Background: an optimization exercise with open tools, aiming at small area and a short achievable clock period. Do not read the settings as production practice. RTL that was checked went through simulation tests only; none was proved equivalent to the original. For runs 1 to 4 and 6, only the layout was checked, not whether the RTL still works. The clock cells of runs 2 to 6 come from the design's own scripts or RTL, not from TritonCTS. The flow treats the clock pin as an ideal source. Dropping or thinning the clock tree relies on that and would not hold on a real chip. Power figures rest on the tool's default switching activity, not on a simulated workload.

==> design/flow/design.v <==
module fifo(input [8-1:0]  data_in,
            input write_enb,
            input read,
            output [8-1:0] data_out,
            output reg full,
            output reg empty,
            input clock,
            input reset
           );
    localparam W    = 8;
    localparam ROWS = 32 - 1;            
    localparam AW   = 5;                     
    localparam CW   = 6;                     
    localparam G3   = ROWS / 3;              
    reg  [W-1:0]    head;                    
    reg  [W-1:0]    mem [0:ROWS-1];
    reg  [3:0]      ran;                     
    reg  [7:0]      rbn;                     
    reg  [AW-1:0]   wptr;                    
    reg  [CW-1:0]   count;                   
    reg             one;                     
    reg             two;                     
    wire le1   = empty | one;                
    wire three = (count == 3);
    wire near  = (count == 32-1);
    wire mid   = ~le1 & ~full;               
    wire [CW-1:0] cu = count + 1'b1;
    wire [CW-1:0] cd = count - 1'b1;
    wire [CW-1:0] c_w  = full  ? 32     : cu;
    wire [CW-1:0] c_r  = empty ? 0          : cd;
    wire [CW-1:0] c_wr = empty ? 1 : full ? 32 - 1 : count;
    wire [AW-1:0] wptr_up = (wptr == ROWS-1) ? {AW{1'b0}} : wptr + 1'b1;
    wire [3:0] wa = 4'b0001 << wptr[1:0];
    wire [7:0] wb = 8'b00000001 << wptr[4:2];
    wire [ROWS-1:0] wdec;
    genvar g;
    generate
      for (g = 0; g < ROWS; g = g + 1) begin : dec
        assign wdec[g] = wa[g % 4] & wb[g / 4];
      end
    endgenerate
    wire [3:0] ra = ~ran;
    wire [7:0] rb = ~rbn;
    wire       rwrap = ra[2] & rb[7];
    wire [3:0] ra_up = rwrap ? 4'b0001 : {ra[2:0], ra[3]};
    wire [7:0] rb_up = rwrap ? 8'b00000001 : ra[3] ? {rb[6:0], rb[7]} : rb;
    wire [ROWS-1:0] rsel;
    generate
      for (g = 0; g < ROWS; g = g + 1) begin : rs
        assign rsel[g] = ~(ran[g % 4] | rbn[g / 4]);
      end
    endgenerate
    wire [CW-1:0] count_n;
    wire          one_n, two_n;
    fifo_sel4 #(.W(CW+2)) u_cnt_n (
      .d00({count, one,   two}),
      .d10({c_w,   empty, one}),
      .d01({c_r,   two,   three}),
      .d11({c_wr,  le1,   two}),
      .s1(write_enb), .s0(read),
      .y({count_n, one_n, two_n}));
    wire empty_n = ~write_enb & (empty | (read & one));
    wire full_n  = ~read & (full | (write_enb & near));
    wire w_buf = write_enb & (mid | (one & ~read));
    wire rs_hold  = reset & ~read & ~le1;
    wire rs_shift = reset & read & ~le1 & (~two | write_enb);
    wire rs_load  = reset & one & write_enb & ~read;
    wire [3:0] ran_n = ~(({4{rs_hold}} & ra) | ({4{rs_shift}} & ra_up) | ({4{rs_load}} & wa));
    wire [7:0] rbn_n = rs_shift ? ~rb_up : rs_load ? ~wb : rbn;
    assign data_out = head;
    wire [W-1:0] grp_n [0:G3];
    generate
      for (g = 0; g < G3; g = g + 1) begin : grp
        fifo_aoi3 #(.W(W)) u_aoi (
          .a0(mem[3*g]),   .s0(rsel[3*g]),
          .a1(mem[3*g+1]), .s1(rsel[3*g+1]),
          .a2(mem[3*g+2]), .s2(rsel[3*g+2]),
          .y(grp_n[g]));
      end
    endgenerate
    fifo_aoi2 #(.W(W)) u_aoi_last (
      .a0(mem[ROWS-1]), .s0(rsel[ROWS-1]),
      .a1(data_in),     .s1(le1),
      .y(grp_n[G3]));
    reg [W-1:0] head_d;
    integer k;
    always @* begin
      head_d = {W{1'b0}};
      for (k = 0; k <= G3; k = k + 1)
        head_d = head_d | ~grp_n[k];
    end
    always @(posedge clock)
      if (read | empty)
        head <= head_d;
    always @(posedge clock)
      if (write_enb & ~full)
        mem[wptr] <= data_in;
    always @(posedge clock)
     begin
      ran <= ran_n;
      rbn <= rbn_n;
     end
    always @(posedge clock)
     begin
      if (~reset)
       begin
        wptr  <= {AW{1'b0}};
        count <= {CW{1'b0}};
        empty <= 1'b1;
        one   <= 1'b0;
        two   <= 1'b0;
        full  <= 1'b0;
       end
      else
       begin
        if (w_buf)
          wptr <= wptr_up;
        count <= count_n;
        empty <= empty_n;
        one   <= one_n;
        two   <= two_n;
        full  <= full_n;
       end
     end
endmodule
module fifo_aoi3 #(parameter W = 8)
  (input [W-1:0] a0, input [W-1:0] a1, input [W-1:0] a2,
   input s0, input s1, input s2, output [W-1:0] y);
    assign y = ~((a0 & {W{s0}}) | (a1 & {W{s1}}) | (a2 & {W{s2}}));
endmodule
module fifo_aoi2 #(parameter W = 8)
  (input [W-1:0] a0, input [W-1:0] a1,
   input s0, input s1, output [W-1:0] y);
    assign y = ~((a0 & {W{s0}}) | (a1 & {W{s1}}));
endmodule
module fifo_sel4 #(parameter W = 8)
  (input [W-1:0] d00, input [W-1:0] d01, input [W-1:0] d10, input [W-1:0] d11,
   input s1, input s0, output [W-1:0] y);
    assign y = s1 ? (s0 ? d11 : d10) : (s0 ? d01 : d00);
endmodule
==> design/flow/run.sh <==
#!/bin/bash
# synth_recipe.tcl (not shown) runs the flow's synth.tcl, then flattens the netlist and writes it again
# the make line also repeats each setting of config.mk as NAME=value (left out here)
make -C /OpenROAD-flow-scripts/flow DESIGN_CONFIG=/design/flow/config.mk WORK_HOME=/design/flow/orfs CLKGATE_MAP_FILE= SYNTH_SCRIPT=/design/flow/synth_recipe.tcl finish
==> design/flow/config.mk <==
export PLATFORM = sky130hd
export DESIGN_NAME = fifo
export DESIGN_NICKNAME = fifo
export VERILOG_FILES = /design/flow/design.v
export SDC_FILE = /design/flow/constraint.sdc
export NUM_CORES = 4
export LEC_CHECK = 0
export CAP_MARGIN = 20
export CORE_MARGIN = 2
export CORE_UTILIZATION = 50
export CTS_CLUSTER_DIAMETER = 60
export CTS_CLUSTER_SIZE = 20
export SETUP_SLACK_MARGIN = 1.95
export SLEW_MARGIN = 20
export SYNTH_HIERARCHICAL = 1
export TNS_END_PERCENT = 0
==> design/flow/constraint.sdc <==
create_clock -name core_clock -period 3.5 [get_ports {clock}]
set_input_delay 0.7000 -clock core_clock [delete_from_list [all_inputs] [get_ports {clock}]]
set_output_delay 0.7000 -clock core_clock [all_outputs]
set_load 0.01 [all_outputs]
==> metrics.cfg, run 1 <==
[status]
status = complete, no violations

[placed_design]
placed_cell_area_um2 = 11700
preCtsSetupSlack_ns = 0.806
hpwl_um = 17100
portBuffers = 21
gp_congestion = 0.823

[critical_path]
r2r_end = head[4]$_DFFE_PP_
endpoint = head[4]$_DFFE_PP_
critPathMaxFanout = 17
crit_required_ns = 3.75
worst_ep_arrival_time_ns = 2.28
r2r_start = ran[3]$_DFF_P_
critical_path.endpoint_type = register
cp-startpoint = ran[3]$_DFF_P_
reg2regPathDepth = 5
worstSetupPathType = register to register
start_kind = register
r2r_setup_slack_ns = 1.47

[timing]
finalWorstSetupSlack_ns = 1.47
drv_slew = 0
finalSetupTns_ns = 0
setup_viol = 0
rsz0062_at_grt = yes
final.setup_skew_ns = 0.0274
period_share_pct = 58.0
timing.fmax_mhz = 492
slew_headroom_pct = 55.3
hold_viol = 0
min_period_ns = 2.03
worstMarginPinSlew_ns = 0.670

[drt]
detail_route.wl_per_cell_um = 26.8
wirelength_um = 26600
ant_nets = 0
via_per_inst = 6.53
vias = 6462
remaining_drc_errors = 0
dr.pass1.iters = 6
drt_iter0_markers = 1045

[die]
die_area_um2 = 23200
dieWidth_um = 152
rows = 54
die_h_um = 152
core_area_um2 = 21700
start_util_pct = 50.6
pin_count = 22

[global_routing]
grt_overflow = 0
antenna_found_initial = 0
track_usage_pct = 22.9
grt_pass1_vias = 6434
grt_pass1_wl_um = 40300
grt_max_degree = 32

[logic_synthesis]
avgSynthCellArea_um2 = 16.7
synth_cells = 658
yosysWarnings = 7
synth_ff_type = edfxtp_1
synth_seq_cells = 283
synth_fp_nets = 676
synth_cell_types = 51
ys_async_sr_fraction_pct = 0
seq_area_frac_synth_pct = 75.6
netlist_area_um2 = 11000
synth_edf_count = 264

[pwr]
powerDensity_nw_per_um2 = 507
peakVddDrop_mv = 0.362
leakage_nw = 3.88

[clocking]
clkLatencyLatePin_ns = 0.53
root_buffer = clkbuf_16
cts_sinks = 283
clk_pin_slew_worst_paths_ns = 0.08
clock_path_buffers = 3
ctsHoldBuffers = 0
htree_levels = 1
cts_tree = yes
numCtsBuffers = 21

[layout]
stdcell_area_um2 = 12700
num_antenna_cells = 0
drive_gt1_share_pct = 22.4
nNetsFinal = 717
area_growth_pct = 15.6

[hold_path]
hp-class = register to register
whs_path_depth = 2

[flow_run]
maxCapViolations = 0

cell type report:
class	instances	area, um^2
clock buffers	23	533
clock inverters	11	126
fillers	1607	8990
inverters	10	37.5
multi-input cells	326	2780
flip-flops and latches	283	8330
well taps	280	350
repair buffers	57	538
worst max-delay path, stage by stage, from the launching register on:
cell and delay [ns]:
dfxtp_4 0.48, nor2_2 0.15, a222oi_1 0.42, nand4_1 0.33, nor2_2 0.25, nand4_1 0.14
synthesized netlist by cell type (all sizes together), types with 2 or more instances:
cell     number  area [um^2]
inv          10         37.5
o2111ai       2         17.5
dfxtp        19          380
o221ai        2         17.5
nor3          3         15.0
xor2          2         17.5
nand3        10         50.1
a222oi       80          801
and4          2         17.5
a21oi         4         20.0
edfxtp      264         7930
o31a          2         17.5
a221oi        2         23.8
nor2b        10         62.6
ha            6         75.1
a2bb2oi       2         17.5
o21ai         3         15.0
or3           5         31.3
and2          8         50.1
o22ai         7         43.8
or2           2         12.5
nor3b         4         30.0
a22oi         8          100
nand2         9         33.8
xnor2         4         35.0
and3          2         12.5
mux2          8         90.1
nand4        26          163
buf           7         66.3
clkbuf       32          146
nor2         89          334
or4b          2         23.8
mux4          8          180
a32o          2         20.0
flip-flops by register name (all words and copies together) (netlist names):
name	cells
ran	4
head	8
rbn	8
count	6
mem	248
wptr	5
one	1
two	1
empty	1
full	1
metal layers:
layer	vias to the layer above	global-route usage, %	routed length [um]
met1	3304	33.7	11500
li1	2843	-	-
met4	0	6.76	702
met2	270	36.7	12700
met5	-	0	0
met3	45	2.53	1590
logic make-up after synthesis:
group                      Yosys count  share of synthesized area, %
muxes                               17                          2.55
adders and majority gates            6                         0.683
AOI/OAI and AO/OA                  120                          10.4
and+or+nand+nor                    177                          7.97
xor gates and xnor gates             6                         0.478
buffers and inverters               49                          2.28
DFF                                283                          75.6
power breakdown:
group / switching (mW) / total (mW) / internal, mW
Sequential: 0.0213 / 3.74 / 3.72
Combinational: 0.181 / 0.283 / 0.102
Clock: 1.19 / 2.41 / 1.22
Total: 1.39 / 6.43 / 5.04
stage by stage:
stage / hold slack, ns / instances / utilization, % / power [mW]
5_1_grt: 0.541 / 990 / 58.5 / 6.62
3_3_place_gp: 0.507 / 933 / 54.0 / 4.09
4_1_cts: 0.528 / 988 / 58.4 / 6.47
2_1_floorplan: 0.485 / 658 / - / 3.95
6_report: 0.523 / 990 / 58.5 / 6.43
3_5_place_dp: 0.518 / 933 / 54.0 / 4.10
worst min path at each step:
stage	startpoint	end
floorplan	wptr[1]$_SDFFE_PN0P_	wptr[1]$_SDFFE_PN0P_
global placement	wptr[1]$_SDFFE_PN0P_	wptr[1]$_SDFFE_PN0P_
detailed placement	wptr[1]$_SDFFE_PN0P_	wptr[1]$_SDFFE_PN0P_
CTS	wptr[1]$_SDFFE_PN0P_	wptr[1]$_SDFFE_PN0P_
global route	wptr[1]$_SDFFE_PN0P_	wptr[1]$_SDFFE_PN0P_
finish	wptr[1]$_SDFFE_PN0P_	wptr[1]$_SDFFE_PN0P_
what timing repair did:
item / CTS / global route
setup endpoints to repair: 309 / 333
hold endpoints to repair: 0 / 0
gates resized for setup: 47 / 4
pin swaps: 24 / 10
setup buffers: 21 / 2
cell usage in the layout (no fill, tap or decap), types with 3 or more instances in the layout:
master	synthesis	final
edfxtp_1	264	264
a222oi_1	80	80
nor2_1	89	39
nor2_4	0	35
buf_4	0	29
nand4_1	26	26
clkbuf_16	0	21
nor2_2	0	15
dfxtp_1	19	13
clkdlybuf4s50_1	0	11
nand3_1	10	10
dlygate4sd2_1	0	10
nor2b_1	10	9
inv_1	9	8
mux2_2	8	8
and2_1	8	8
a22oi_2	8	8
mux4_2	8	8
o22ai_1	7	7
ha_1	6	6
dfxtp_4	0	6
or3_1	5	5
nand2_1	9	5
buf_12	0	5
a21oi_1	4	4
nor3b_1	4	4
xnor2_1	4	4
o21ai_0	3	3
nor3_1	3	3
nand2_4	0	3
inv_6	0	3
==> inputs of run 2 (changes only) <==
==> design/flow/flow/run.sh (new file) <==
#!/bin/bash
# Standard layout except the clock tree: synthesis, floorplan and placement
# by standard.sh, the clock tree by flow/my_cts.tcl (a two-level tree of
# leaf buffers over register clusters), then standard.sh again for routing
# and finishing. Each step's full output goes to its own log here.
set -euo pipefail
here=$(pwd)
res=$here/orfs/results/sky130hd/fifo/base
bash standard.sh place > place.log 2>&1
bash standard.sh run RUN_SCRIPT=$here/flow/my_cts.tcl RUN_LOG_NAME_STEM=4_1_cts_custom > cts.log 2>&1
test -f $res/4_1_cts.odb
cp $res/4_1_cts.odb $res/4_cts.odb
touch $res/4_cts.sdc
bash standard.sh finish > finish.log 2>&1
==> design/flow/flow/my_cts.tcl (new file) <==
# Clock tree built here instead of TritonCTS: the clock port drives one root
# buffer in the middle of the registers, which drives one leaf buffer per
# cluster of registers (clusters from k-means on the clock-pin locations).
# Two buffer levels, balanced by construction. The rest follows ORFS cts.tcl.
source $::env(SCRIPTS_DIR)/load.tcl
erase_non_stage_variables cts
load_design 3_place.odb 3_place.sdc

set K        [expr {[info exists ::env(MY_CTS_K)] ? $::env(MY_CTS_K) : 12}]
set LEAF     [expr {[info exists ::env(MY_CTS_LEAF)] ? $::env(MY_CTS_LEAF) : "sky130_fd_sc_hd__clkbuf_16"}]
set ROOT     [expr {[info exists ::env(MY_CTS_ROOT)] ? $::env(MY_CTS_ROOT) : "sky130_fd_sc_hd__clkbuf_16"}]

set block [ord::get_db_block]
set clk_net [$block findNet clock]

# register clock pins on the clock net
set sinks {}
foreach it [$clk_net getITerms] {
  set inst [$it getInst]
  set box [$inst getBBox]
  set x [expr {([$box xMin] + [$box xMax]) / 2.0}]
  set y [expr {([$box yMin] + [$box yMax]) / 2.0}]
  lappend sinks [list $it $x $y]
}
set n [llength $sinks]
puts "my_cts: $n sinks, $K clusters"

# k-means, seeded with sinks spread along the sorted-by-x order
set sorted [lsort -real -index 1 $sinks]
set cent {}
for {set k 0} {$k < $K} {incr k} {
  set s [lindex $sorted [expr {int(($k + 0.5) * $n / $K)}]]
  lappend cent [list [lindex $s 1] [lindex $s 2]]
}
set cap [expr {int(ceil(1.15 * $n / $K))}]
for {set iter 0} {$iter < 40} {incr iter} {
  # capacity-limited assignment: sinks in order of best distance
  set cand {}
  set si 0
  foreach s $sinks {
    set k 0
    foreach c $cent {
      set d [expr {abs([lindex $s 1] - [lindex $c 0]) + abs([lindex $s 2] - [lindex $c 1])}]
      lappend cand [list $d $si $k]
      incr k
    }
    incr si
  }
  set cand [lsort -real -index 0 $cand]
  array unset asg
  array unset cnt
  for {set k 0} {$k < $K} {incr k} { set cnt($k) 0 }
  foreach c $cand {
    lassign $c d si k
    if {[info exists asg($si)]} continue
    if {$cnt($k) >= $cap} continue
    set asg($si) $k
    incr cnt($k)
  }
  set newc {}
  for {set k 0} {$k < $K} {incr k} { set sx($k) 0.0; set sy($k) 0.0 }
  for {set si 0} {$si < $n} {incr si} {
    set k $asg($si)
    set s [lindex $sinks $si]
    set sx($k) [expr {$sx($k) + [lindex $s 1]}]
    set sy($k) [expr {$sy($k) + [lindex $s 2]}]
  }
  for {set k 0} {$k < $K} {incr k} {
    if {$cnt($k) > 0} {
      lappend newc [list [expr {$sx($k) / $cnt($k)}] [expr {$sy($k) / $cnt($k)}]]
    } else {
      lappend newc [lindex $cent $k]
    }
  }
  set cent $newc
}

set lib_root [get_lib_cells $ROOT]
set lib_leaf [get_lib_cells $LEAF]
set db [ord::get_db]
set m_root [$db findMaster $ROOT]
set m_leaf [$db findMaster $LEAF]

# root buffer at the centre of the leaf buffers
set rx 0.0; set ry 0.0
foreach c $cent { set rx [expr {$rx + [lindex $c 0]}]; set ry [expr {$ry + [lindex $c 1]}] }
set rx [expr {int($rx / $K)}]; set ry [expr {int($ry / $K)}]

set root [odb::dbInst_create $block $m_root clkbuf_root]
$root setLocation $rx $ry
$root setPlacementStatus PLACED
set root_net [odb::dbNet_create $block clknet_root]
$root_net setSigType CLOCK
[$root findITerm A] connect $clk_net
[$root findITerm X] connect $root_net

for {set k 0} {$k < $K} {incr k} {
  set c [lindex $cent $k]
  set leaf [odb::dbInst_create $block $m_leaf clkbuf_leaf_$k]
  $leaf setLocation [expr {int([lindex $c 0])}] [expr {int([lindex $c 1])}]
  $leaf setPlacementStatus PLACED
  set net [odb::dbNet_create $block clknet_leaf_$k]
  $net setSigType CLOCK
  [$leaf findITerm A] connect $root_net
  [$leaf findITerm X] connect $net
  set leafnet($k) $net
}
for {set si 0} {$si < $n} {incr si} {
  set it [lindex [lindex $sinks $si] 0]
  $it disconnect
  $it connect $leafnet($asg($si))
}
for {set k 0} {$k < $K} {incr k} { puts "my_cts: leaf $k: $cnt($k) sinks at [lindex $cent $k]" }

set_propagated_clock [all_clocks]
estimate_parasitics -placement
report_clock_skew
report_clock_latency

set_placement_padding -global \
  -left $::env(CELL_PAD_IN_SITES_DETAIL_PLACEMENT) \
  -right $::env(CELL_PAD_IN_SITES_DETAIL_PLACEMENT)
detailed_placement
estimate_parasitics -placement

if { !$::env(SKIP_CTS_REPAIR_TIMING) } {
  repair_timing_helper
  detailed_placement
  check_placement -verbose
}
estimate_parasitics -placement
report_clock_skew
report_clock_latency
report_worst_slack

orfs_write_db $::env(RESULTS_DIR)/4_1_cts.odb
orfs_write_sdc $::env(RESULTS_DIR)/4_cts.sdc
==> design/flow/standard.sh (new file) <==
#!/bin/bash
# synth_recipe.tcl (not shown) runs the flow's synth.tcl, then flattens the netlist and writes it again
# the make line also repeats each setting of config.mk as NAME=value (left out here)
make -C /OpenROAD-flow-scripts/flow DESIGN_CONFIG=/design/flow/config.mk WORK_HOME=/design/flow/orfs CLKGATE_MAP_FILE= SYNTH_SCRIPT=/design/flow/synth_recipe.tcl "${@:-finish}"
removed: design/flow/run.sh
==> run 2 against run 1 <==
Still clean on timing, DRC and antenna. Core utilization shrank 1.6 points. Final cell count shrank 1.9%. Die area unchanged. Fmax grew 0.73%. Area after synthesis is the same. Design area fell by 2.7%. Clock power decreased by 34%. Clock skew hardly changed. Register-to-register slack barely moved. Critical path depth did not move. Critical path type unchanged. Highest routed layer unchanged.
==> metrics.cfg, run 2 <==
[drt]
ant_nets = 0  ; unchanged
wirelength_um = 26100  ; -1.8%
dr.pass1.iters = 9  ; +3
detail_route.wl_per_cell_um = 26.9  ; +0.17%
vias = 6401  ; -0.94%
via_per_inst = 6.59  ; +0.99%
remaining_drc_errors = 0  ; unchanged
drt_iter0_markers = 1038  ; -0.67%

[timing]
rsz0062_at_grt = yes
worstMarginPinSlew_ns = 0.670  ; +0.000302 ns
setup_viol = 0  ; unchanged
timing.fmax_mhz = 496  ; +0.73%
drv_slew = 0  ; unchanged
min_period_ns = 2.02  ; -0.0146 ns
finalSetupTns_ns = 0  ; unchanged
finalWorstSetupSlack_ns = 1.48  ; +0.0147 ns
final.setup_skew_ns = 0.0271  ; -0.000370 ns
period_share_pct = 57.6  ; -0.42 points
slew_headroom_pct = 55.3  ; about the same
hold_viol = 0  ; unchanged

[pwr]
peakVddDrop_mv = 0.316  ; -13%
clock_power_share_pct = 28.3  ; -9.2 points
switching_share_pct = 20.2  ; -1.5 points
p_comb_share_pct = 5.0  ; +0.6 points
p_seq_share_pct = 66.7  ; +8.6 points
total_power_mw = 5.61  ; -13%
leakage_nw = 3.73  ; -4.0%
switching_power_mw = 1.13  ; -19%
internal_power_mw = 4.48  ; -11%
powerDensity_nw_per_um2 = 454  ; -10%

[logic_synthesis]
avgSynthCellArea_um2 = 16.7  ; unchanged
netlist.area_leader.share_pct = 72.2  ; unchanged
synth_cell_types = 51  ; unchanged
synthTopCellsByCount = edfxtp_1, nor2_1, a222oi_1, nand4_1, clkbuf_2
synth_ff_type = edfxtp_1
synthTopCellsByArea = edfxtp_1, a222oi_1, dfxtp_1
synth_edf_count = 264  ; unchanged
seq_area_frac_synth_pct = 75.6  ; unchanged
netlist_area_um2 = 11000  ; unchanged
yosysTopAreaCell = edfxtp_1
ys_async_sr_fraction_pct = 0  ; unchanged
yosysWarnings = 7  ; unchanged
synth_cells = 658  ; unchanged
synth_fp_nets = 676  ; unchanged
yosysMostFrequentCell = edfxtp_1
synth_seq_cells = 283  ; unchanged

[die]
rows = 54  ; unchanged
pin_count = 22  ; unchanged
die_h_um = 152  ; unchanged
core_area_um2 = 21700  ; unchanged
dieWidth_um = 152  ; unchanged
die_area_um2 = 23200  ; unchanged
start_util_pct = 50.6  ; unchanged

[critical_path]
crit_required_ns = 3.68  ; -0.07 ns
critical_path.max_stage_delay_ns = 0.50  ; +0.02 ns
crit_chain = nor2_4 -> a222oi_1 -> nand4_1 -> nor2_2 -> nand4_1
worstSetupPathType = register to register
critical_path.endpoint_type = register
critical_path.most_common_cell = nand4_1
cpMaxStageDelayCell = a222oi_1
start_kind = register
worst_ep_arrival_time_ns = 2.20  ; -0.08 ns
cpLargestDelayFamily = simple AND/OR/NAND/NOR gates
crit_buf_inv = 0  ; unchanged
critPathMaxFanout = 8  ; -9

[placed_design]
dp.cells = 933  ; unchanged
portBuffers = 21  ; unchanged
gp_congestion = 0.823  ; unchanged
preCtsSetupSlack_ns = 0.806  ; unchanged
hpwl_um = 17100  ; unchanged

[clocking]
clkLatencyLatePin_ns = 0.45  ; -0.08 ns
clk_pin_slew_worst_paths_ns = 0.10  ; +0.02 ns

[global_routing]
top_usage_layer = met2
grt_overflow = 0  ; unchanged
grt_util_met2_pct = 36.9  ; +0.24 points
track_usage_pct = 22.2  ; -0.71 points
antenna_found_initial = 0  ; unchanged
met1_usage_pct = 32.8  ; -0.97 points
gr-usage-met3_pct = 1.99  ; -0.54 points
grt_max_degree = 32  ; unchanged
grt_pass1_wl_um = 39900  ; -1.0%
grt_pass1_vias = 6395  ; -0.61%

[layout]
final.fill_count = 1631  ; +1.5%
final_common_cell = edfxtp_1
final_cells = 971  ; -1.9%
top_register = mem
nNetsFinal = 711  ; -0.84%
final_cell_mix = edfxtp_1, a222oi_1, nor2_1, nor2_4, buf_4
area_growth_pct = 12.5
largest_reg_flops = 248  ; unchanged
num_antenna_cells = 0  ; unchanged
reg_top3 = mem x248, head x8, rbn x8
drive_gt1_share_pct = 21.1  ; -1.3 points

[flow_run]
maxCapViolations = 0  ; unchanged

[hold_path]
hp-class = register to register

[status]
status = complete, no violations

-- run 2: cell counts after synthesis --
Identical to the previous run, type by type.
-- run 2: worst register-to-register path: stages (launching register included) --
cell	delay [ns]
dfxtp_4	0.45
nor2_4	0.10
a222oi_1	0.50
nand4_1	0.32
nor2_2	0.27
nand4_1	0.12
-- run 2: layout make-up --
type	count	area, um^2	area share [%]
multi-input combinational	326	2780	22.5
inverter	10	40.0	0.324
sequential	283	8330	67.4
tap	280	350	2.84
timing repair buffer	59	534	4.32
buffer	13	325	2.63
-- run 2: worst paths after layout --
path / from / depth (start not counted) / slack, ns / end
worst max-delay path: ran[1]$_DFF_P_ / 5 / 1.48 / head[7]$_DFFE_PP_
worst min-delay path: wptr[1]$_SDFFE_PN0P_ / 2 / 0.52 / wptr[1]$_SDFFE_PN0P_
worst max register to register: ran[1]$_DFF_P_ / 5 / 1.48 / head[7]$_DFFE_PP_
worst min register to register: wptr[1]$_SDFFE_PN0P_ / 2 / 0.52 / wptr[1]$_SDFFE_PN0P_
-- run 2: logic make-up (layout without fill, tap and decap cells) --
group / Yosys count / count (layout) / synth area share [%]
compound gates: 120 / 120 / 10.4
xor+xnor: 6 / 6 / 0.478
fa+ha+maj: 6 / 6 / 0.683
buf+inv: 49 / 82 / 2.28
flops: 283 / 283 / 75.6
mux: 17 / 17 / 2.55
simple gates: 177 / 177 / 7.97
-- run 2: metrics by stage --
stage | hold WS [ns] | instance area [um^2] | util, %
6_report | 0.524 | 12400 | 57.0
5_1_grt | 0.543 | 12400 | 57.0
3_5_place_dp | 0.518 | 11700 | 54.0
3_3_place_gp | 0.507 | 11700 | 54.0
2_1_floorplan | 0.485 | 11300 | -
-- run 2: power groups by stage --
stage               clock, mW  sequential, mW  combinational (mW)
finish                   1.59            3.74               0.280
global route             1.75            3.75               0.301
detailed placement          0            3.83               0.271
global placement            0            3.82               0.266
floorplan                   0            3.82               0.130
-- run 2: metal layers --
layer  routed length, um  vias up  share of wire [%]
li1                    -     2813                  -
met1               11100     3274                 43
met2               12600      275                 48
met3                1730       39                6.6
met4                 625        0                2.4
met5                   0        -                  0
==> inputs of run 3 (changes only) <==
--- a/design/flow/flow/my_cts.tcl
+++ b/design/flow/flow/my_cts.tcl
@@ -1,13 +1,10 @@
-# Clock tree built here instead of TritonCTS: the clock port drives one root
-# buffer in the middle of the registers, which drives one leaf buffer per
-# cluster of registers (clusters from k-means on the clock-pin locations).
-# Two buffer levels, balanced by construction. The rest follows ORFS cts.tcl.
 source $::env(SCRIPTS_DIR)/load.tcl
 erase_non_stage_variables cts
 load_design 3_place.odb 3_place.sdc
 
 set K        [expr {[info exists ::env(MY_CTS_K)] ? $::env(MY_CTS_K) : 12}]
 set LEAF     [expr {[info exists ::env(MY_CTS_LEAF)] ? $::env(MY_CTS_LEAF) : "sky130_fd_sc_hd__clkbuf_16"}]
+set R        [expr {[info exists ::env(MY_CTS_R)] ? $::env(MY_CTS_R) : 4}]
 set ROOT     [expr {[info exists ::env(MY_CTS_ROOT)] ? $::env(MY_CTS_ROOT) : "sky130_fd_sc_hd__clkbuf_16"}]
 
 set block [ord::get_db_block]
@@ -81,18 +78,65 @@
 set m_root [$db findMaster $ROOT]
 set m_leaf [$db findMaster $LEAF]
 
-# root buffer at the centre of the leaf buffers
-set rx 0.0; set ry 0.0
-foreach c $cent { set rx [expr {$rx + [lindex $c 0]}]; set ry [expr {$ry + [lindex $c 1]}] }
-set rx [expr {int($rx / $K)}]; set ry [expr {int($ry / $K)}]
+# group the leaf buffers: k-means on the leaf positions, R groups
+set lsorted {}
+for {set k 0} {$k < $K} {incr k} { lappend lsorted [list $k {*}[lindex $cent $k]] }
+set lsorted [lsort -real -index 1 $lsorted]
+set rcent {}
+for {set r 0} {$r < $R} {incr r} {
+  set s [lindex $lsorted [expr {int(($r + 0.5) * $K / $R)}]]
+  lappend rcent [list [lindex $s 1] [lindex $s 2]]
+}
+set rcap [expr {int(ceil(1.0 * $K / $R))}]
+for {set iter 0} {$iter < 30} {incr iter} {
+  set cand {}
+  for {set k 0} {$k < $K} {incr k} {
+    set c [lindex $cent $k]
+    set r 0
+    foreach rc $rcent {
+      lappend cand [list [expr {abs([lindex $c 0] - [lindex $rc 0]) + abs([lindex $c 1] - [lindex $rc 1])}] $k $r]
+      incr r
+    }
+  }
+  set cand [lsort -real -index 0 $cand]
+  array unset rasg
+  array unset rcnt
+  for {set r 0} {$r < $R} {incr r} { set rcnt($r) 0; set rsx($r) 0.0; set rsy($r) 0.0 }
+  foreach c $cand {
+    lassign $c d k r
+    if {[info exists rasg($k)]} continue
+    if {$rcnt($r) >= $rcap} continue
+    set rasg($k) $r
+    incr rcnt($r)
+  }
+  for {set k 0} {$k < $K} {incr k} {
+    set r $rasg($k)
+    set rsx($r) [expr {$rsx($r) + [lindex [lindex $cent $k] 0]}]
+    set rsy($r) [expr {$rsy($r) + [lindex [lindex $cent $k] 1]}]
+  }
+  set newr {}
+  for {set r 0} {$r < $R} {incr r} {
+    if {$rcnt($r) > 0} {
+      lappend newr [list [expr {$rsx($r) / $rcnt($r)}] [expr {$rsy($r) / $rcnt($r)}]]
+    } else {
+      lappend newr [lindex $rcent $r]
+    }
+  }
+  set rcent $newr
+}
 
-set root [odb::dbInst_create $block $m_root clkbuf_root]
-$root setLocation $rx $ry
-$root setPlacementStatus PLACED
-set root_net [odb::dbNet_create $block clknet_root]
-$root_net setSigType CLOCK
-[$root findITerm A] connect $clk_net
-[$root findITerm X] connect $root_net
+for {set r 0} {$r < $R} {incr r} {
+  set rc [lindex $rcent $r]
+  set root [odb::dbInst_create $block $m_root clkbuf_root_$r]
+  $root setLocation [expr {int([lindex $rc 0])}] [expr {int([lindex $rc 1])}]
+  $root setPlacementStatus PLACED
+  set rnet [odb::dbNet_create $block clknet_root_$r]
+  $rnet setSigType CLOCK
+  [$root findITerm A] connect $clk_net
+  [$root findITerm X] connect $rnet
+  set rootnet($r) $rnet
+  puts "my_cts: root $r: $rcnt($r) leaves at $rc"
+}
 
 for {set k 0} {$k < $K} {incr k} {
   set c [lindex $cent $k]
@@ -101,7 +145,7 @@
   $leaf setPlacementStatus PLACED
   set net [odb::dbNet_create $block clknet_leaf_$k]
   $net setSigType CLOCK
-  [$leaf findITerm A] connect $root_net
+  [$leaf findITerm A] connect $rootnet($rasg($k))
   [$leaf findITerm X] connect $net
   set leafnet($k) $net
 }
==> run 3 against run 2 <==
Die area did not move. Register-to-register slack barely moved. Routed wire length rose by 1.1%. Largest cell class unchanged. Via count rose by 1.6%. Design area rose by 0.91%. Synthesized cell count did not move. Critical path depth rose by 1. Total power rose by 2.8%. Final cell count rose by 0.51%. Clock skew rose by 0.00096 ns. Worst setup slack got worse by 0.014 ns. Global-route usage rose by 0.22 points.
==> metrics.cfg, run 3 <==
[status]
status = complete, no violations

[logic_synthesis]
synth_seq_cells = 283  ; unchanged
synth_ff_type = edfxtp_1
ys_async_sr_fraction_pct = 0  ; unchanged
netlist.area_leader.share_pct = 72.2  ; unchanged
synth_edf_count = 264  ; unchanged
yosysMostFrequentCell = edfxtp_1
synth_cell_types = 51  ; unchanged
synthTopCellsByCount = edfxtp_1, nor2_1, a222oi_1, nand4_1, clkbuf_2
synthTopCellsByArea = edfxtp_1, a222oi_1, dfxtp_1
synth_fp_nets = 676  ; unchanged
yosysWarnings = 7  ; unchanged
seq_area_frac_synth_pct = 75.6  ; unchanged
synth_cells = 658  ; unchanged
netlist_area_um2 = 11000  ; unchanged
avgSynthCellArea_um2 = 16.7  ; unchanged
yosysTopAreaCell = edfxtp_1

[timing]
whs_ns = 0.524  ; -0.000316 ns
hold_viol = 0  ; unchanged
period_share_pct = 58.0  ; +0.39 points
min_period_ns = 2.03  ; +0.0137 ns
rsz0062_at_grt = yes
finalSetupTns_ns = 0  ; unchanged
finalWorstSetupSlack_ns = 1.47  ; -0.0138 ns
setup_viol = 0  ; unchanged
drv_slew = 0  ; unchanged
timing.fmax_mhz = 492  ; -0.68%
worstMarginPinSlew_ns = 0.697  ; +0.0269 ns
final.setup_skew_ns = 0.0280  ; +0.000960 ns
slew_headroom_pct = 53.5  ; -1.8 points

[drt]
wirelength_um = 26400  ; +1.1%
via_per_inst = 6.67  ; +1.1%
dr.pass1.iters = 7  ; -2
drt_iter0_markers = 985  ; -5.1%
detail_route.wl_per_cell_um = 27.0  ; +0.54%
ant_nets = 0  ; unchanged
vias = 6506  ; +1.6%
remaining_drc_errors = 0  ; unchanged

[critical_path]
worst_ep_arrival_time_ns = 2.06  ; -0.14 ns
critPathMaxFanout = 8  ; unchanged
worstSetupPathType = register to register
critical_path.endpoint_type = register
start_kind = register
crit_required_ns = 3.53  ; -0.15 ns

[global_routing]
grt_max_degree = 32  ; unchanged
grt_overflow = 0  ; unchanged
grt_pass1_wl_um = 40300  ; +0.85%
grt_pass1_vias = 6462  ; +1.0%
antenna_found_initial = 0  ; unchanged
track_usage_pct = 22.4  ; +0.22 points

[pwr]
peakVddDrop_mv = 0.316  ; -0.14%
leakage_nw = 3.76  ; +0.80%
switching_share_pct = 19.4  ; -0.76 points
p_comb_share_pct = 5.0  ; about the same
p_seq_share_pct = 64.9  ; -1.8 points
switching_power_mw = 1.12  ; -1.1%
internal_power_mw = 4.65  ; +3.8%
clock_power_share_pct = 30.1  ; +1.8 points
powerDensity_nw_per_um2 = 463  ; +1.9%
total_power_mw = 5.77  ; +2.8%

[die]
die_h_um = 152  ; unchanged
core_area_um2 = 21700  ; unchanged
rows = 54  ; unchanged
start_util_pct = 50.6  ; unchanged
pin_count = 22  ; unchanged
dieWidth_um = 152  ; unchanged
die_area_um2 = 23200  ; unchanged

[clocking]
clkLatencyLatePin_ns = 0.31  ; -0.14 ns
clk_pin_slew_worst_paths_ns = 0.10  ; about the same

[layout]
largest_reg_flops = 248  ; unchanged
drive_gt1_share_pct = 21.8  ; +0.71 points
final_cell_mix = edfxtp_1, a222oi_1, nor2_1, nor2_4, buf_4
nNetsFinal = 716  ; +0.70%
reg_top3 = mem x248, head x8, rbn x8
area_growth_pct = 13.5
final_common_cell = edfxtp_1
num_antenna_cells = 0  ; unchanged
top_register = mem

[placed_design]
gp_congestion = 0.823  ; unchanged
hpwl_um = 17100  ; unchanged
portBuffers = 21  ; unchanged
preCtsSetupSlack_ns = 0.806  ; unchanged

[flow_run]
maxCapViolations = 0  ; unchanged

[hold_path]
hp-class = register to register

[run 3: cell counts after synthesis]
Identical to the previous run, type by type.
[run 3: metal layers]
layer	vias to the layer above	GRT usage [%]	share of wire (%)
met5	-	0	0
met4	0	4.36	2.3
met3	40	2.56	7.3
met2	309	37.0	47
met1	3332	33.0	43
li1	2825	-	-
[run 3: logic make-up (layout without fill, tap and decap cells)]
family	count (synthesis)	in the layout	share of synthesized area, %
AND/OR/NAND/NOR	177	178	7.97
XOR/XNOR	6	6	0.478
adder cells (fa/ha/maj)	6	6	0.683
flip-flops	283	283	75.6
AO/OA/AOI/OAI	120	120	10.4
multiplexers	17	17	2.55
buffers and inverters	49	86	2.28
[run 3: area by class of cell]
class,count,area (um^2)
buffer,16,400
fill,1613,9220
inverter,10,37.5
multi-input combinational,327,2790
sequential,283,8330
tap,280,350
timing repair buffer,60,561
[run 3: metrics by stage]
stage	instance area [um^2]	std cells	utilization (%)
final	12500	976	57.5
after global routing	12500	976	57.5
after detailed placement	11700	933	54.0
after global placement	11700	933	54.0
after floorplan	11300	658	-
[run 3: worst paths after layout]
kind	startpoint	endpoint	slack [ns]	depth (start not counted)
setup / recovery	rbn[2]$_DFFE_PP_	head[4]$_DFFE_PP_	1.47	6
hold / removal	wptr[1]$_SDFFE_PN0P_	wptr[1]$_SDFFE_PN0P_	0.52	2
hold reg to reg	wptr[1]$_SDFFE_PN0P_	wptr[1]$_SDFFE_PN0P_	0.52	2
setup reg to reg	rbn[2]$_DFFE_PP_	head[4]$_DFFE_PP_	1.47	6
[run 3: power by group through the flow]
stage               Clock (mW)  Combinational [mW]  Sequential (mW)
detailed placement           0               0.271             3.83
global placement             0               0.266             3.82
floorplan                    0               0.130             3.82
global route              1.90               0.309             3.75
finish                    1.74               0.289             3.74
[run 3: worst max-delay path, stage by stage, from the launching register on]
cell and delay (ns):
edfxtp_1 0.35, buf_6 0.13, nor2_4 0.07, a222oi_1 0.47
nand4_1 0.35, nor2_2 0.25, nand4_1 0.14
==> inputs of run 4 (changes only) <==
--- a/design/flow/design.v
+++ b/design/flow/design.v
@@ -11,7 +11,7 @@
     localparam ROWS = 32 - 1;            
     localparam AW   = 5;                     
     localparam CW   = 6;                     
-    localparam G3   = ROWS / 3;              
+    localparam G2   = (ROWS + 1) / 2;        
     reg  [W-1:0]    head;                    
     reg  [W-1:0]    mem [0:ROWS-1];
     reg  [3:0]      ran;                     
@@ -68,26 +68,25 @@
     wire [3:0] ran_n = ~(({4{rs_hold}} & ra) | ({4{rs_shift}} & ra_up) | ({4{rs_load}} & wa));
     wire [7:0] rbn_n = rs_shift ? ~rb_up : rs_load ? ~wb : rbn;
     assign data_out = head;
-    wire [W-1:0] grp_n [0:G3];
+    wire [W-1:0] pair_n [0:G2-1];
     generate
-      for (g = 0; g < G3; g = g + 1) begin : grp
-        fifo_aoi3 #(.W(W)) u_aoi (
-          .a0(mem[3*g]),   .s0(rsel[3*g]),
-          .a1(mem[3*g+1]), .s1(rsel[3*g+1]),
-          .a2(mem[3*g+2]), .s2(rsel[3*g+2]),
-          .y(grp_n[g]));
+      for (g = 0; g < G2 - 1; g = g + 1) begin : grp
+        fifo_aoi2 #(.W(W)) u_aoi (
+          .a0(mem[2*g]),   .s0(rsel[2*g]),
+          .a1(mem[2*g+1]), .s1(rsel[2*g+1]),
+          .y(pair_n[g]));
       end
     endgenerate
     fifo_aoi2 #(.W(W)) u_aoi_last (
       .a0(mem[ROWS-1]), .s0(rsel[ROWS-1]),
       .a1(data_in),     .s1(le1),
-      .y(grp_n[G3]));
+      .y(pair_n[G2-1]));
     reg [W-1:0] head_d;
     integer k;
     always @* begin
       head_d = {W{1'b0}};
-      for (k = 0; k <= G3; k = k + 1)
-        head_d = head_d | ~grp_n[k];
+      for (k = 0; k < G2; k = k + 1)
+        head_d = head_d | ~pair_n[k];
     end
     always @(posedge clock)
       if (read | empty)
@@ -123,11 +122,6 @@
        end
      end
 endmodule
-module fifo_aoi3 #(parameter W = 8)
-  (input [W-1:0] a0, input [W-1:0] a1, input [W-1:0] a2,
-   input s0, input s1, input s2, output [W-1:0] y);
-    assign y = ~((a0 & {W{s0}}) | (a1 & {W{s1}}) | (a2 & {W{s2}}));
-endmodule
 module fifo_aoi2 #(parameter W = 8)
   (input [W-1:0] a0, input [W-1:0] a1,
    input s0, input s1, output [W-1:0] y);
==> run 4 against run 3 <==
Still clean on timing, DRC and antenna. Routed wire length is 6.1% higher. Critical path depth stayed put. Design area is 8.2% higher. Fmax grew 2.3%. Core utilization decreased by 0.20 points. Synthesized cell count is 8.8% higher. Sequential power about the same. Sequential share of layout area shrank 5.1 points. Final cell count up 9.6%. Area after synthesis up 9.3%. Combinational power hardly changed. Register-to-register slack better by 0.04 ns. Critical endpoint is now head[2]$_DFFE_PP_. Largest power group unchanged.
==> metrics.cfg, run 4 <==
[die]
core_area_um2 = 23500  ; +8.5%
dieWidth_um = 159  ; +4.4%
rows = 56  ; +3.7%
pin_count = 22  ; unchanged
start_util_pct = 51.0  ; +0.34 points
die_area_um2 = 25300  ; +9.0%
die_h_um = 159  ; +4.4%

[logic_synthesis]
synth_edf_count = 264  ; unchanged
synth_seq_cells = 283  ; unchanged
synthTopCellsByCount = edfxtp_1, a22oi_2, nor2_1, buf_6, nand4_1
seq_area_frac_synth_pct = 69.2  ; -6.4 points
yosysWarnings = 7  ; unchanged
synth_fp_nets = 734  ; +8.6%
netlist_area_um2 = 12000  ; +9.3%
netlist.area_leader.share_pct = 66.0  ; -6.1 points
synth_ff_type = edfxtp_1
synth_cell_types = 50  ; -2.0%
synthTopCellsByArea = edfxtp_1, a22oi_2, buf_6
synth_cells = 716  ; +8.8%
yosysMostFrequentCell = edfxtp_1
avgSynthCellArea_um2 = 16.8  ; +0.42%
yosysTopAreaCell = edfxtp_1
ys_async_sr_fraction_pct = 0  ; unchanged

[drt]
vias = 6580  ; +1.1%
via_per_inst = 6.15  ; -7.7%
dr.pass1.iters = 5  ; -2
detail_route.wl_per_cell_um = 26.2  ; -3.2%
wirelength_um = 28000  ; +6.1%
remaining_drc_errors = 0  ; unchanged
ant_nets = 0  ; unchanged
met3WireLength_um = 1430  ; -26%
routedLengthMet1_um = 12700  ; +12%
drt_iter0_markers = 600  ; -39%
top_layer_used = met5
wl_met2_um = 13000  ; +4.2%

[critical_path]
crit_required_ns = 3.53  ; about the same
critical_path.endpoint_type = register
worst_ep_arrival_time_ns = 2.01  ; -0.05 ns
worstSetupPathType = register to register
start_kind = register
critPathMaxFanout = 6  ; -2

[global_routing]
grt_pass1_wl_um = 42300  ; +4.9%
grt_overflow = 0  ; unchanged
antenna_found_initial = 1  ; +1
grt_max_degree = 32  ; unchanged
track_usage_pct = 22.0  ; -0.39 points
grt_pass1_vias = 6453  ; -0.14%

[layout]
reg_top3 = mem x248, head x8, rbn x8
drive_gt1_share_pct = 38.9  ; +17 points
nNetsFinal = 771  ; +7.7%
final_cells = 1070  ; +9.6%
final_cell_mix = edfxtp_1, a22oi_2, nor2_4, nand4_1, buf_4
largest_reg_flops = 248  ; unchanged
final_common_cell = edfxtp_1
stdcell_area_um2 = 13500  ; +8.2%
top_register = mem
num_antenna_cells = 0  ; unchanged
area_growth_pct = 12.4

[timing]
worstMarginPinSlew_ns = 0.792  ; +0.0947 ns
finalSetupTns_ns = 0  ; unchanged
slew_headroom_pct = 47.0  ; -6.5 points
timing.fmax_mhz = 504  ; +2.3%
whs_ns = 0.539  ; +0.0149 ns
drv_slew = 0  ; unchanged
period_share_pct = 56.7  ; -1.3 points
min_period_ns = 1.99  ; -0.0447 ns
rsz0062_at_grt = yes
hold_viol = 0  ; unchanged
finalWorstSetupSlack_ns = 1.51  ; +0.0447 ns
final.setup_skew_ns = 0.0231  ; -0.00495 ns
setup_viol = 0  ; unchanged

[placed_design]
hpwl_um = 18500  ; +8.2%
placed_cell_area_um2 = 12500  ; +7.2%
preCtsSetupSlack_ns = 0.698  ; -0.108 ns
gp_congestion = 0.866  ; +5.3%
dp.cells = 1021  ; +9.4%
portBuffers = 21  ; unchanged

[pwr]
peakVddDrop_mv = 0.350  ; +11%
leakage_nw = 3.92  ; +4.5%
powerDensity_nw_per_um2 = 430  ; -7.1%

[clocking]
clk_pin_slew_worst_paths_ns = 0.09  ; about the same
clkLatencyLatePin_ns = 0.31  ; about the same

[hold_path]
hp-class = register to register

[flow_run]
maxCapViolations = 0  ; unchanged

[status]
status = complete, no violations

-- run 4: cell types whose count changed in the layout (fill, tap and decap cells not counted), moves of 8 or more --
cell             before  now
a22oi_2               8  128
a222oi_1             80    0
clkdlybuf4s50_1      18    8
dlygate4sd2_1         3   12
nor2_4               33   46
nor2_1               36   21
nand4_1              26   34
-- run 4: stage by stage --
stage          utilization, %  total power [mW]
6_report                 57.3              5.79
5_1_grt                  57.3              5.97
3_5_place_dp             53.3              4.10
3_3_place_gp             53.3              4.10
2_1_floorplan               -              3.95
-- run 4: power breakdown --
| part | total [mW] | leakage [nW] | internal (mW) | switching (mW) |
|---|---|---|---|---|
| logic | 0.291 | 1.20 | 0.108 | 0.183 |
| clock network | 1.75 | 0.197 | 0.824 | 0.931 |
| registers | 3.75 | 2.53 | 3.72 | 0.0278 |
-- run 4: area by class of cell --
| class | instances | area, um^2 |
|---|---|---|
| buffer | 16 | 400 |
| fill | 1830 | 10100 |
| inverter | 10 | 40.0 |
| multi-input combinational | 375 | 3670 |
| sequential | 283 | 8330 |
| tap | 319 | 399 |
| timing repair buffer | 67 | 651 |
-- run 4: routing by layer --
metal	GRT usage [%]	vias to the layer above
met1	32.6	3422
met2	35.2	179
li1	-	2934
met4	4.88	2
met5	0	-
met3	3.18	43
-- run 4: path summary, 6_finish.rpt --
path	start	endpoint	slack (ns)	cells past startpoint
hold reg to reg	wptr[1]$_SDFFE_PN0P_	wptr[1]$_SDFFE_PN0P_	0.54	2
hold / removal	wptr[1]$_SDFFE_PN0P_	wptr[1]$_SDFFE_PN0P_	0.54	2
setup / recovery	ran[2]$_DFF_P_	head[2]$_DFFE_PP_	1.51	6
setup reg to reg	ran[2]$_DFF_P_	head[2]$_DFFE_PP_	1.51	6
-- run 4: worst max-delay path, cell delays in order, from the launching register on --
cell	delay (ns)
dfxtp_2	0.34
buf_8	0.11
nor2_2	0.07
buf_6	0.15
a22oi_2	0.20
nand4_1	0.28
or4_4	0.57
-- run 4: kinds of logic (layout without fill, tap and decap cells) --
group / count (synthesis) / after routing / share of synthesized area, %
compound gates: 160 / 160 / 15.4
simple gates: 185 / 186 / 7.96
flops: 283 / 283 / 69.2
xor+xnor: 6 / 6 / 0.438
mux: 17 / 17 / 2.34
fa+ha+maj: 6 / 6 / 0.625
buf+inv: 59 / 93 / 4.07
==> inputs of run 5 (changes only) <==
--- a/design/flow/design.v
+++ b/design/flow/design.v
@@ -81,13 +81,19 @@
       .a0(mem[ROWS-1]), .s0(rsel[ROWS-1]),
       .a1(data_in),     .s1(le1),
       .y(pair_n[G2-1]));
-    reg [W-1:0] head_d;
-    integer k;
-    always @* begin
-      head_d = {W{1'b0}};
-      for (k = 0; k < G2; k = k + 1)
-        head_d = head_d | ~pair_n[k];
-    end
+    wire [W-1:0] quad [0:3];
+    wire [W-1:0] half_n [0:1];
+    wire [W-1:0] head_d;
+    generate
+      for (g = 0; g < 4; g = g + 1) begin : q4
+        fifo_nand4 #(.W(W)) u_q (.a(pair_n[4*g]), .b(pair_n[4*g+1]),
+          .c(pair_n[4*g+2]), .d(pair_n[4*g+3]), .y(quad[g]));
+      end
+      for (g = 0; g < 2; g = g + 1) begin : h2
+        fifo_nor2 #(.W(W)) u_h (.a(quad[2*g]), .b(quad[2*g+1]), .y(half_n[g]));
+      end
+    endgenerate
+    fifo_nand2 #(.W(W)) u_or (.a(half_n[0]), .b(half_n[1]), .y(head_d));
     always @(posedge clock)
       if (read | empty)
         head <= head_d;
@@ -132,3 +138,16 @@
    input s1, input s0, output [W-1:0] y);
     assign y = s1 ? (s0 ? d11 : d10) : (s0 ? d01 : d00);
 endmodule
+module fifo_nand4 #(parameter W = 8)
+  (input [W-1:0] a, input [W-1:0] b, input [W-1:0] c, input [W-1:0] d,
+   output [W-1:0] y);
+    assign y = ~(a & b & c & d);
+endmodule
+module fifo_nor2 #(parameter W = 8)
+  (input [W-1:0] a, input [W-1:0] b, output [W-1:0] y);
+    assign y = ~(a | b);
+endmodule
+module fifo_nand2 #(parameter W = 8)
+  (input [W-1:0] a, input [W-1:0] b, output [W-1:0] y);
+    assign y = ~(a & b);
+endmodule
==> design/flow/flow/run.sh (replaced) <==
#!/bin/bash
set -euo pipefail
here=$(pwd)
res=$here/orfs/results/sky130hd/fifo/base
export BUFFER_PORTS_ARGS="-buffer_cell sky130_fd_sc_hd__buf_2"
bash standard.sh place > place.log 2>&1
bash standard.sh run RUN_SCRIPT=$here/flow/my_cts.tcl RUN_LOG_NAME_STEM=4_1_cts_custom > cts.log 2>&1
test -f $res/4_1_cts.odb
cp $res/4_1_cts.odb $res/4_cts.odb
touch $res/4_cts.sdc
bash standard.sh finish > finish.log 2>&1
--- a/design/flow/config.mk
+++ b/design/flow/config.mk
@@ -8,9 +8,7 @@
 export CAP_MARGIN = 20
 export CORE_MARGIN = 2
 export CORE_UTILIZATION = 50
-export CTS_CLUSTER_DIAMETER = 60
-export CTS_CLUSTER_SIZE = 20
 export SETUP_SLACK_MARGIN = 1.95
 export SLEW_MARGIN = 20
 export SYNTH_HIERARCHICAL = 1
-export TNS_END_PERCENT = 0
+export TNS_END_PERCENT = 10
==> run 5 against run 4 <==
Still clean on timing, DRC and antenna. First-iteration DRC count increased by 6.2%. Sequential share of layout area decreased by 1.5 points. Combinational power increased by about 10%. Critical path type unchanged. Critical endpoint is now count[5]$_SDFF_PN0_. Largest power group unchanged.
==> metrics.cfg, run 5 <==
[placed_design]
gp_congestion = 0.833  ; -3.8%
portBuffers = 21  ; unchanged
placed_cell_area_um2 = 12400  ; -0.89%
hpwl_um = 18900  ; +2.2%
preCtsSetupSlack_ns = 1.17  ; +0.470 ns

[critical_path]
critical_path.max_stage_delay_ns = 0.43  ; -0.14 ns
crit_required_ns = 3.72  ; +0.19 ns
critPathMaxFanout = 4  ; -2
worstSetupPathType = register to register
worst_ep_arrival_time_ns = 1.95  ; -0.06 ns
start_kind = register
crit_chain = or3_4 -> o31ai_4 -> a21oi_2 -> mux4_2 -> and2_1
crit_buf_inv = 0  ; -2
cpLargestDelayFamily = simple AND/OR/NAND/NOR gates
cpMaxStageDelayCell = mux4_2
critical_path.endpoint_type = register

[timing]
finalWorstSetupSlack_ns = 1.77  ; +0.259 ns
hold_viol = 0  ; unchanged
min_period_ns = 1.73  ; -0.259 ns
rsz0062_at_grt = yes
timing.fmax_mhz = 579  ; +15%
setup_viol = 0  ; unchanged
final.setup_skew_ns = 0.0327  ; +0.00959 ns
period_share_pct = 49.3  ; -7.4 points
worstMarginPinSlew_ns = 0.568  ; -0.223 ns
drv_slew = 0  ; unchanged
whs_ns = 0.606  ; +0.0671 ns
finalSetupTns_ns = 0  ; unchanged
slew_headroom_pct = 62.1  ; +15 points

[global_routing]
grt_pass1_wl_um = 44400  ; +5.0%
grt_overflow = 0  ; unchanged
grt_pass1_vias = 6719  ; +4.1%
track_usage_pct = 23.3  ; +1.3 points
antenna_found_initial = 0  ; -1
grt_max_degree = 33  ; +3.1%

[die]
die_h_um = 159  ; +0.22%
rows = 56  ; unchanged
die_area_um2 = 25400  ; +0.45%
core_area_um2 = 23500  ; unchanged
pin_count = 22  ; unchanged
start_util_pct = 51.2  ; +0.23 points
dieWidth_um = 159  ; +0.22%

[layout]
drive_gt1_share_pct = 44.9  ; +6.0 points
num_antenna_cells = 0  ; unchanged
final_cell_mix = edfxtp_1, a22oi_2, buf_4, nor2_4, nand4_1
final_common_cell = edfxtp_1
area_growth_pct = 15.0
reg_top3 = mem x248, head x8, rbn x8
final.fill_count = 1796  ; -1.9%
stdcell_area_um2 = 13900  ; +2.8%
largest_reg_flops = 248  ; unchanged
nNetsFinal = 807  ; +4.7%
top_register = mem

[flow_run]
maxCapViolations = 0  ; unchanged

[logic_synthesis]
yosysTopAreaCell = edfxtp_1
synth_fp_nets = 753  ; +2.6%
synth_edf_count = 264  ; unchanged
netlist.area_leader.share_pct = 65.7  ; -0.30 points
ys_async_sr_fraction_pct = 0  ; unchanged
synthTopCellsByArea = edfxtp_1, a22oi_2, buf_6
yosysMostFrequentCell = edfxtp_1
avgSynthCellArea_um2 = 16.4  ; -2.1%
synth_cell_types = 49  ; -2.0%
netlist_area_um2 = 12100  ; +0.46%
yosysWarnings = 7  ; unchanged
synth_cells = 735  ; +2.7%
synth_ff_type = edfxtp_1
synth_seq_cells = 283  ; unchanged
synthTopCellsByCount = edfxtp_1, a22oi_2, nor2_1, buf_6, nand4_1
seq_area_frac_synth_pct = 68.9  ; -0.32 points

[status]
status = complete, no violations

[pwr]
powerDensity_nw_per_um2 = 420  ; -2.2%
peakVddDrop_mv = 0.447  ; +28%
total_power_mw = 5.83  ; +0.58%
leakage_nw = 4.01  ; +2.1%

[drt]
vias = 6764  ; +2.8%
ant_nets = 0  ; unchanged
dr.pass1.iters = 5  ; unchanged
via_per_inst = 6.12  ; -0.55%
wirelength_um = 30000  ; +7.1%
drt_iter0_markers = 637  ; +6.2%
detail_route.wl_per_cell_um = 27.1  ; +3.6%
remaining_drc_errors = 0  ; unchanged

[clocking]
clkLatencyLatePin_ns = 0.32  ; about the same
clk_pin_slew_worst_paths_ns = 0.10  ; about the same

[hold_path]
hp-class = register to register

-- run 5: final cells by class --
cell class / count / area [um^2] / area share, %
tap: 319 / 399 / 2.88
sequential: 283 / 8350 / 60.3
buffer: 16 / 400 / 2.89
timing repair buffer: 88 / 773 / 5.58
inverter: 9 / 33.8 / 0.244
multi-input combinational: 391 / 3910 / 28.2
-- run 5: path summary, 6_finish.rpt --
path	to	slack (ns)	cells after the start	start
max	count[5]$_SDFF_PN0_	1.77	5	count[3]$_SDFF_PN0_
min	wptr[2]$_SDFFE_PN0P_	0.61	2	wptr[2]$_SDFFE_PN0P_
max reg2reg	count[5]$_SDFF_PN0_	1.77	5	count[3]$_SDFF_PN0_
min reg2reg	wptr[2]$_SDFFE_PN0P_	0.61	2	wptr[2]$_SDFFE_PN0P_
-- run 5: tightest hold or removal path, stage by stage, from the launching register on --
cell	delay [ns]
dfxtp_2	0.41
nand2_1	0.09
o22ai_1	0.07
-- run 5: cells by family after synthesis --
kind of cell	count (synthesis)	synth area share, %
AOI/OAI and AO/OA	164	15.6
buffers and inverters	61	4.10
xor gates and xnor gates	6	0.436
muxes	17	2.32
DFF	283	68.9
and+or+nand+nor	198	8.03
adders and majority gates	6	0.623
-- run 5: power by group --
part	switching, mW	internal, mW
Sequential	0.0296	3.72
Clock	0.936	0.824
Combinational	0.201	0.120
Total	1.17	4.66
-- run 5: stage by stage --
| stage | utilization, % | std cells |
|---|---|---|
| detailed placement | 52.8 | 1029 |
| finish | 58.9 | 1106 |
| global route | 58.9 | 1106 |
| global placement | 52.8 | 1029 |
| floorplan | - | 735 |
-- run 5: metal layers --
layer,track usage [%],share of wire (%),wire length (um),vias up
li1,-,-,-,3018
met4,5.74,3.0,886,0
met5,0,0,0,-
met1,35.0,45,13500,3473
met3,1.85,5.2,1560,44
met2,37.3,47,14000,229
==> inputs of run 6 (changes only) <==
--- a/design/flow/design.v
+++ b/design/flow/design.v
@@ -14,8 +14,7 @@
     localparam G2   = (ROWS + 1) / 2;        
     reg  [W-1:0]    head;                    
     reg  [W-1:0]    mem [0:ROWS-1];
-    reg  [3:0]      ran;                     
-    reg  [7:0]      rbn;                     
+    reg  [ROWS-1:0] rsel;                    
     reg  [AW-1:0]   wptr;                    
     reg  [CW-1:0]   count;                   
     reg             one;                     
@@ -39,17 +38,6 @@
         assign wdec[g] = wa[g % 4] & wb[g / 4];
       end
     endgenerate
-    wire [3:0] ra = ~ran;
-    wire [7:0] rb = ~rbn;
-    wire       rwrap = ra[2] & rb[7];
-    wire [3:0] ra_up = rwrap ? 4'b0001 : {ra[2:0], ra[3]};
-    wire [7:0] rb_up = rwrap ? 8'b00000001 : ra[3] ? {rb[6:0], rb[7]} : rb;
-    wire [ROWS-1:0] rsel;
-    generate
-      for (g = 0; g < ROWS; g = g + 1) begin : rs
-        assign rsel[g] = ~(ran[g % 4] | rbn[g / 4]);
-      end
-    endgenerate
     wire [CW-1:0] count_n;
     wire          one_n, two_n;
     fifo_sel4 #(.W(CW+2)) u_cnt_n (
@@ -65,8 +53,12 @@
     wire rs_hold  = reset & ~read & ~le1;
     wire rs_shift = reset & read & ~le1 & (~two | write_enb);
     wire rs_load  = reset & one & write_enb & ~read;
-    wire [3:0] ran_n = ~(({4{rs_hold}} & ra) | ({4{rs_shift}} & ra_up) | ({4{rs_load}} & wa));
-    wire [7:0] rbn_n = rs_shift ? ~rb_up : rs_load ? ~wb : rbn;
+    wire [ROWS-1:0] rsel_n;
+    fifo_ao3 #(.W(ROWS)) u_rsel_n (
+      .a0(rsel), .s0(rs_hold),
+      .a1({rsel[ROWS-2:0], rsel[ROWS-1]}), .s1(rs_shift),
+      .a2(wdec), .s2(rs_load),
+      .y(rsel_n));
     assign data_out = head;
     wire [W-1:0] pair_n [0:G2-1];
     generate
@@ -102,8 +94,7 @@
         mem[wptr] <= data_in;
     always @(posedge clock)
      begin
-      ran <= ran_n;
-      rbn <= rbn_n;
+      rsel <= rsel_n;
      end
     always @(posedge clock)
      begin
@@ -151,3 +142,8 @@
   (input [W-1:0] a, input [W-1:0] b, output [W-1:0] y);
     assign y = ~(a & b);
 endmodule
+module fifo_ao3 #(parameter W = 8)
+  (input [W-1:0] a0, input [W-1:0] a1, input [W-1:0] a2,
+   input s0, input s1, input s2, output [W-1:0] y);
+    assign y = (a0 & {W{s0}}) | (a1 & {W{s1}}) | (a2 & {W{s2}});
+endmodule
==> run 6 against run 5 <==
Register-to-register slack improved by 0.02 ns. Via count increased by 4.8%. Core utilization decreased by 2.5 points. Die area increased by 4.6%. Sequential share of layout area increased by 1.1 points. Clock skew decreased by 0.0026 ns. Sequential power increased by 5.3%. Worst setup slack got worse by 0.020 ns. Critical path depth unchanged. Routed wire length decreased by 2.5%. Worst hold slack got worse by 0.053 ns. Critical path type is now input port to register.
==> metrics.cfg, run 6 <==
[drt]
wirelength_um = 29200  ; -2.5%
routedLengthMet1_um = 12100  ; -10%
wl_met2_um = 14400  ; +2.3%
detail_route.wl_per_cell_um = 25.3  ; -6.5%
remaining_drc_errors = 0  ; unchanged
via_per_inst = 6.15  ; +0.52%
drt_iter0_markers = 883  ; +39%
met3WireLength_um = 1670  ; +7.2%
ant_nets = 0  ; unchanged
vias = 7088  ; +4.8%
top_layer_used = met4
dr.pass1.iters = 8  ; +3

[timing]
drv_slew = 0  ; unchanged
slew_headroom_pct = 52.7  ; -9.4 points
finalSetupTns_ns = 0  ; unchanged
hold_viol = 0  ; unchanged
worstMarginPinSlew_ns = 0.709  ; +0.141 ns
setup_viol = 0  ; unchanged
period_share_pct = 49.9  ; +0.58 points
timing.fmax_mhz = 572  ; -1.2%
final.setup_skew_ns = 0.0300  ; -0.00263 ns
min_period_ns = 1.75  ; +0.0204 ns
rsz0062_at_grt = yes

[die]
start_util_pct = 50.6  ; -0.66 points
core_area_um2 = 25000  ; +6.0%
dieWidth_um = 163  ; +2.3%
die_h_um = 163  ; +2.3%
rows = 58  ; +3.6%
pin_count = 22  ; unchanged
die_area_um2 = 26500  ; +4.6%

[logic_synthesis]
ys_async_sr_fraction_pct = 0  ; unchanged
yosysTopAreaCell = edfxtp_1
yosysWarnings = 7  ; unchanged
yosysMostFrequentCell = edfxtp_1
netlist_area_um2 = 12600  ; +4.7%
synthTopCellsByCount = edfxtp_1, a22oi_2, nor2_1, dfxtp_1, inv_1
seq_area_frac_synth_pct = 68.2  ; -0.70 points
synth_cells = 795  ; +8.2%
synthTopCellsByArea = edfxtp_1, a22oi_2, dfxtp_1
synth_seq_cells = 302  ; +6.7%
netlist.area_leader.share_pct = 60.9  ; -4.8 points
synth_cell_types = 43  ; -12%
synth_fp_nets = 813  ; +8.0%
synth_edf_count = 256  ; -3.0%
synth_ff_type = edfxtp_1
avgSynthCellArea_um2 = 15.9  ; -3.2%

[status]
status = complete, no violations

[flow_run]
maxCapViolations = 0  ; unchanged

[layout]
nNetsFinal = 843  ; +4.5%
area_growth_pct = 11.6
reg_top3 = mem x248, rsel x31, head x8
num_antenna_cells = 0  ; unchanged
largest_reg_flops = 248  ; unchanged
top_register = mem
final_cell_mix = edfxtp_1, a22oi_2, nor2_1, inv_1, buf_4
drive_gt1_share_pct = 37.8  ; -7.1 points
finish.utilization_pct = 56.4  ; -2.5 points
final_common_cell = edfxtp_1

[critical_path]
reg2regPathDepth = 7  ; +2
cp-startpoint = data_in[1]
r2r_start = count[1]$_SDFF_PN0_
endpoint = head[1]$_DFFE_PP_
start_kind = input port
crit_required_ns = 3.56  ; -0.16 ns
critPathMaxFanout = 32  ; +28
critical_path.endpoint_type = register
r2r_end = count[4]$_SDFF_PN0_
worstSetupPathType = input port to register
worst_ep_arrival_time_ns = 1.81  ; -0.14 ns
r2r_setup_slack_ns = 1.79  ; +0.02 ns

[global_routing]
grt_pass1_wl_um = 43200  ; -2.7%
track_usage_pct = 21.7  ; -1.6 points
grt_pass1_vias = 6935  ; +3.2%
grt_max_degree = 33  ; unchanged
grt_overflow = 0  ; unchanged
antenna_found_initial = 0  ; unchanged

[hold_path]
hp-class = register to register

[pwr]
total_power_mw = 6.12  ; +5.0%
peakVddDrop_mv = 0.329  ; -26%
powerDensity_nw_per_um2 = 434  ; +3.3%
leakage_nw = 4.49  ; +12%

[placed_design]
hpwl_um = 18700  ; -1.2%
gp_congestion = 0.846  ; +1.5%
portBuffers = 21  ; unchanged

[clocking]
clkLatencyLatePin_ns = 0.32  ; about the same
clk_pin_slew_worst_paths_ns = 0.09  ; about the same

[run 6: cell types whose count changed in the layout (fill, tap and decap cells not counted), sizes merged, moves of 14 or more]
cell    delta
inv       +32
a222oi    +31
dfxtp     +27
buf       -21
nor2      -18
and2      +14
[run 6: layout make-up]
class                      instances  area, um^2
buffer                            16         400
fill                            1923       10900
inverter                          41         159
multi-input combinational        395        3830
sequential                       302        8650
tap                              330         413
timing repair buffer              69         643
[run 6: how the worst min path moves through the flow]
stage                                     from                   end  depth (start not counted)
final                     wptr[1]$_SDFFE_PN0P_  wptr[1]$_SDFFE_PN0P_                          2
after global routing      wptr[1]$_SDFFE_PN0P_  wptr[1]$_SDFFE_PN0P_                          2
after detailed placement  wptr[1]$_SDFFE_PN0P_  wptr[1]$_SDFFE_PN0P_                          2
after global placement    wptr[1]$_SDFFE_PN0P_  wptr[1]$_SDFFE_PN0P_                          2
after floorplan               rsel[28]$_DFF_P_      rsel[29]$_DFF_P_                          2
[run 6: metrics by stage]
| step | setup WS, ns | instances | hold WS (ns) | instance area, um^2 |
|---|---|---|---|---|
| after floorplan | 1.71 | 795 | 0.481 | 12900 |
| after global placement | 1.01 | 1093 | 0.515 | 13000 |
| after detailed placement | 1.13 | 1093 | 0.527 | 13000 |
| after global routing | 1.72 | 1153 | 0.561 | 14100 |
| final | 1.75 | 1153 | 0.553 | 14100 |
[run 6: cells by family after synthesis]
family | Yosys count | synth area share, %
flip-flops | 302 | 68.2
AND/OR/NAND/NOR | 196 | 7.85
AO/OA/AOI/OAI | 177 | 16.3
buffers and inverters | 100 | 5.21
multiplexers | 8 | 1.43
XOR/XNOR | 6 | 0.416
adder cells (fa/ha/maj) | 6 | 0.595
[run 6: layer usage]
| metal | global-route usage [%] | up-vias |
|---|---|---|
| met2 | 36.6 | 243 |
| met3 | 2.44 | 44 |
| met1 | 29.8 | 3629 |
| met4 | 6.72 | 0 |
| li1 | - | 3172 |
| met5 | 0 | - |
[run 6: worst max-delay path, stage by stage]
cell and delay (ns):
buf_2 0.30, a22oi_2 0.22, nand4_1 0.24, nor2_2 0.24, nand2_1 0.10
[run 6: report_power, final]
| group | total [mW] | internal (mW) | switching [mW] |
|---|---|---|---|
| logic | 0.349 | 0.130 | 0.220 |
| clock network | 1.82 | 0.827 | 0.995 |
| registers | 3.95 | 3.92 | 0.0240 |

## separate check: timing with driven ports
The results above use ideal ports. As a check the final layouts listed here were re-extracted and re-timed, cells and wires unchanged. Step 1 assumes that a clkbuf_16 drives the clock port and a buf_2 every other input. Step 2 also shifts input and output timing later by t, the mid clock arrival at the registers, as if the neighbouring blocks saw the same clock. a / b / c = ideal / step 1 / step 2; a / b = the first two.
run | shift t [ns] | setup WS [ns] | clock arrival spread, ns
run 1 | 0.566 | 1.469 / 1.469 / 0.939 | 0.028 / 0.027
run 2 | 0.486 | 1.483 / 1.483 / 1.142 | 0.027 / 0.027
run 3 | 0.398 | 1.469 / 1.470 / 1.170 | 0.028 / 0.028
run 4 | 0.404 | 1.514 / 1.494 / 1.200 | 0.024 / 0.023
run 5 | 0.398 | 1.773 / 1.742 / 1.552 | 0.034 / 0.034
run 6 | 0.393 | 1.753 / 1.712 / 1.427 | 0.031 / 0.031
After both steps every run listed still meets setup and hold. The setup slack of run 1, which loses most, moves by 0.000 ns with the drivers and by -0.530 ns with both steps.
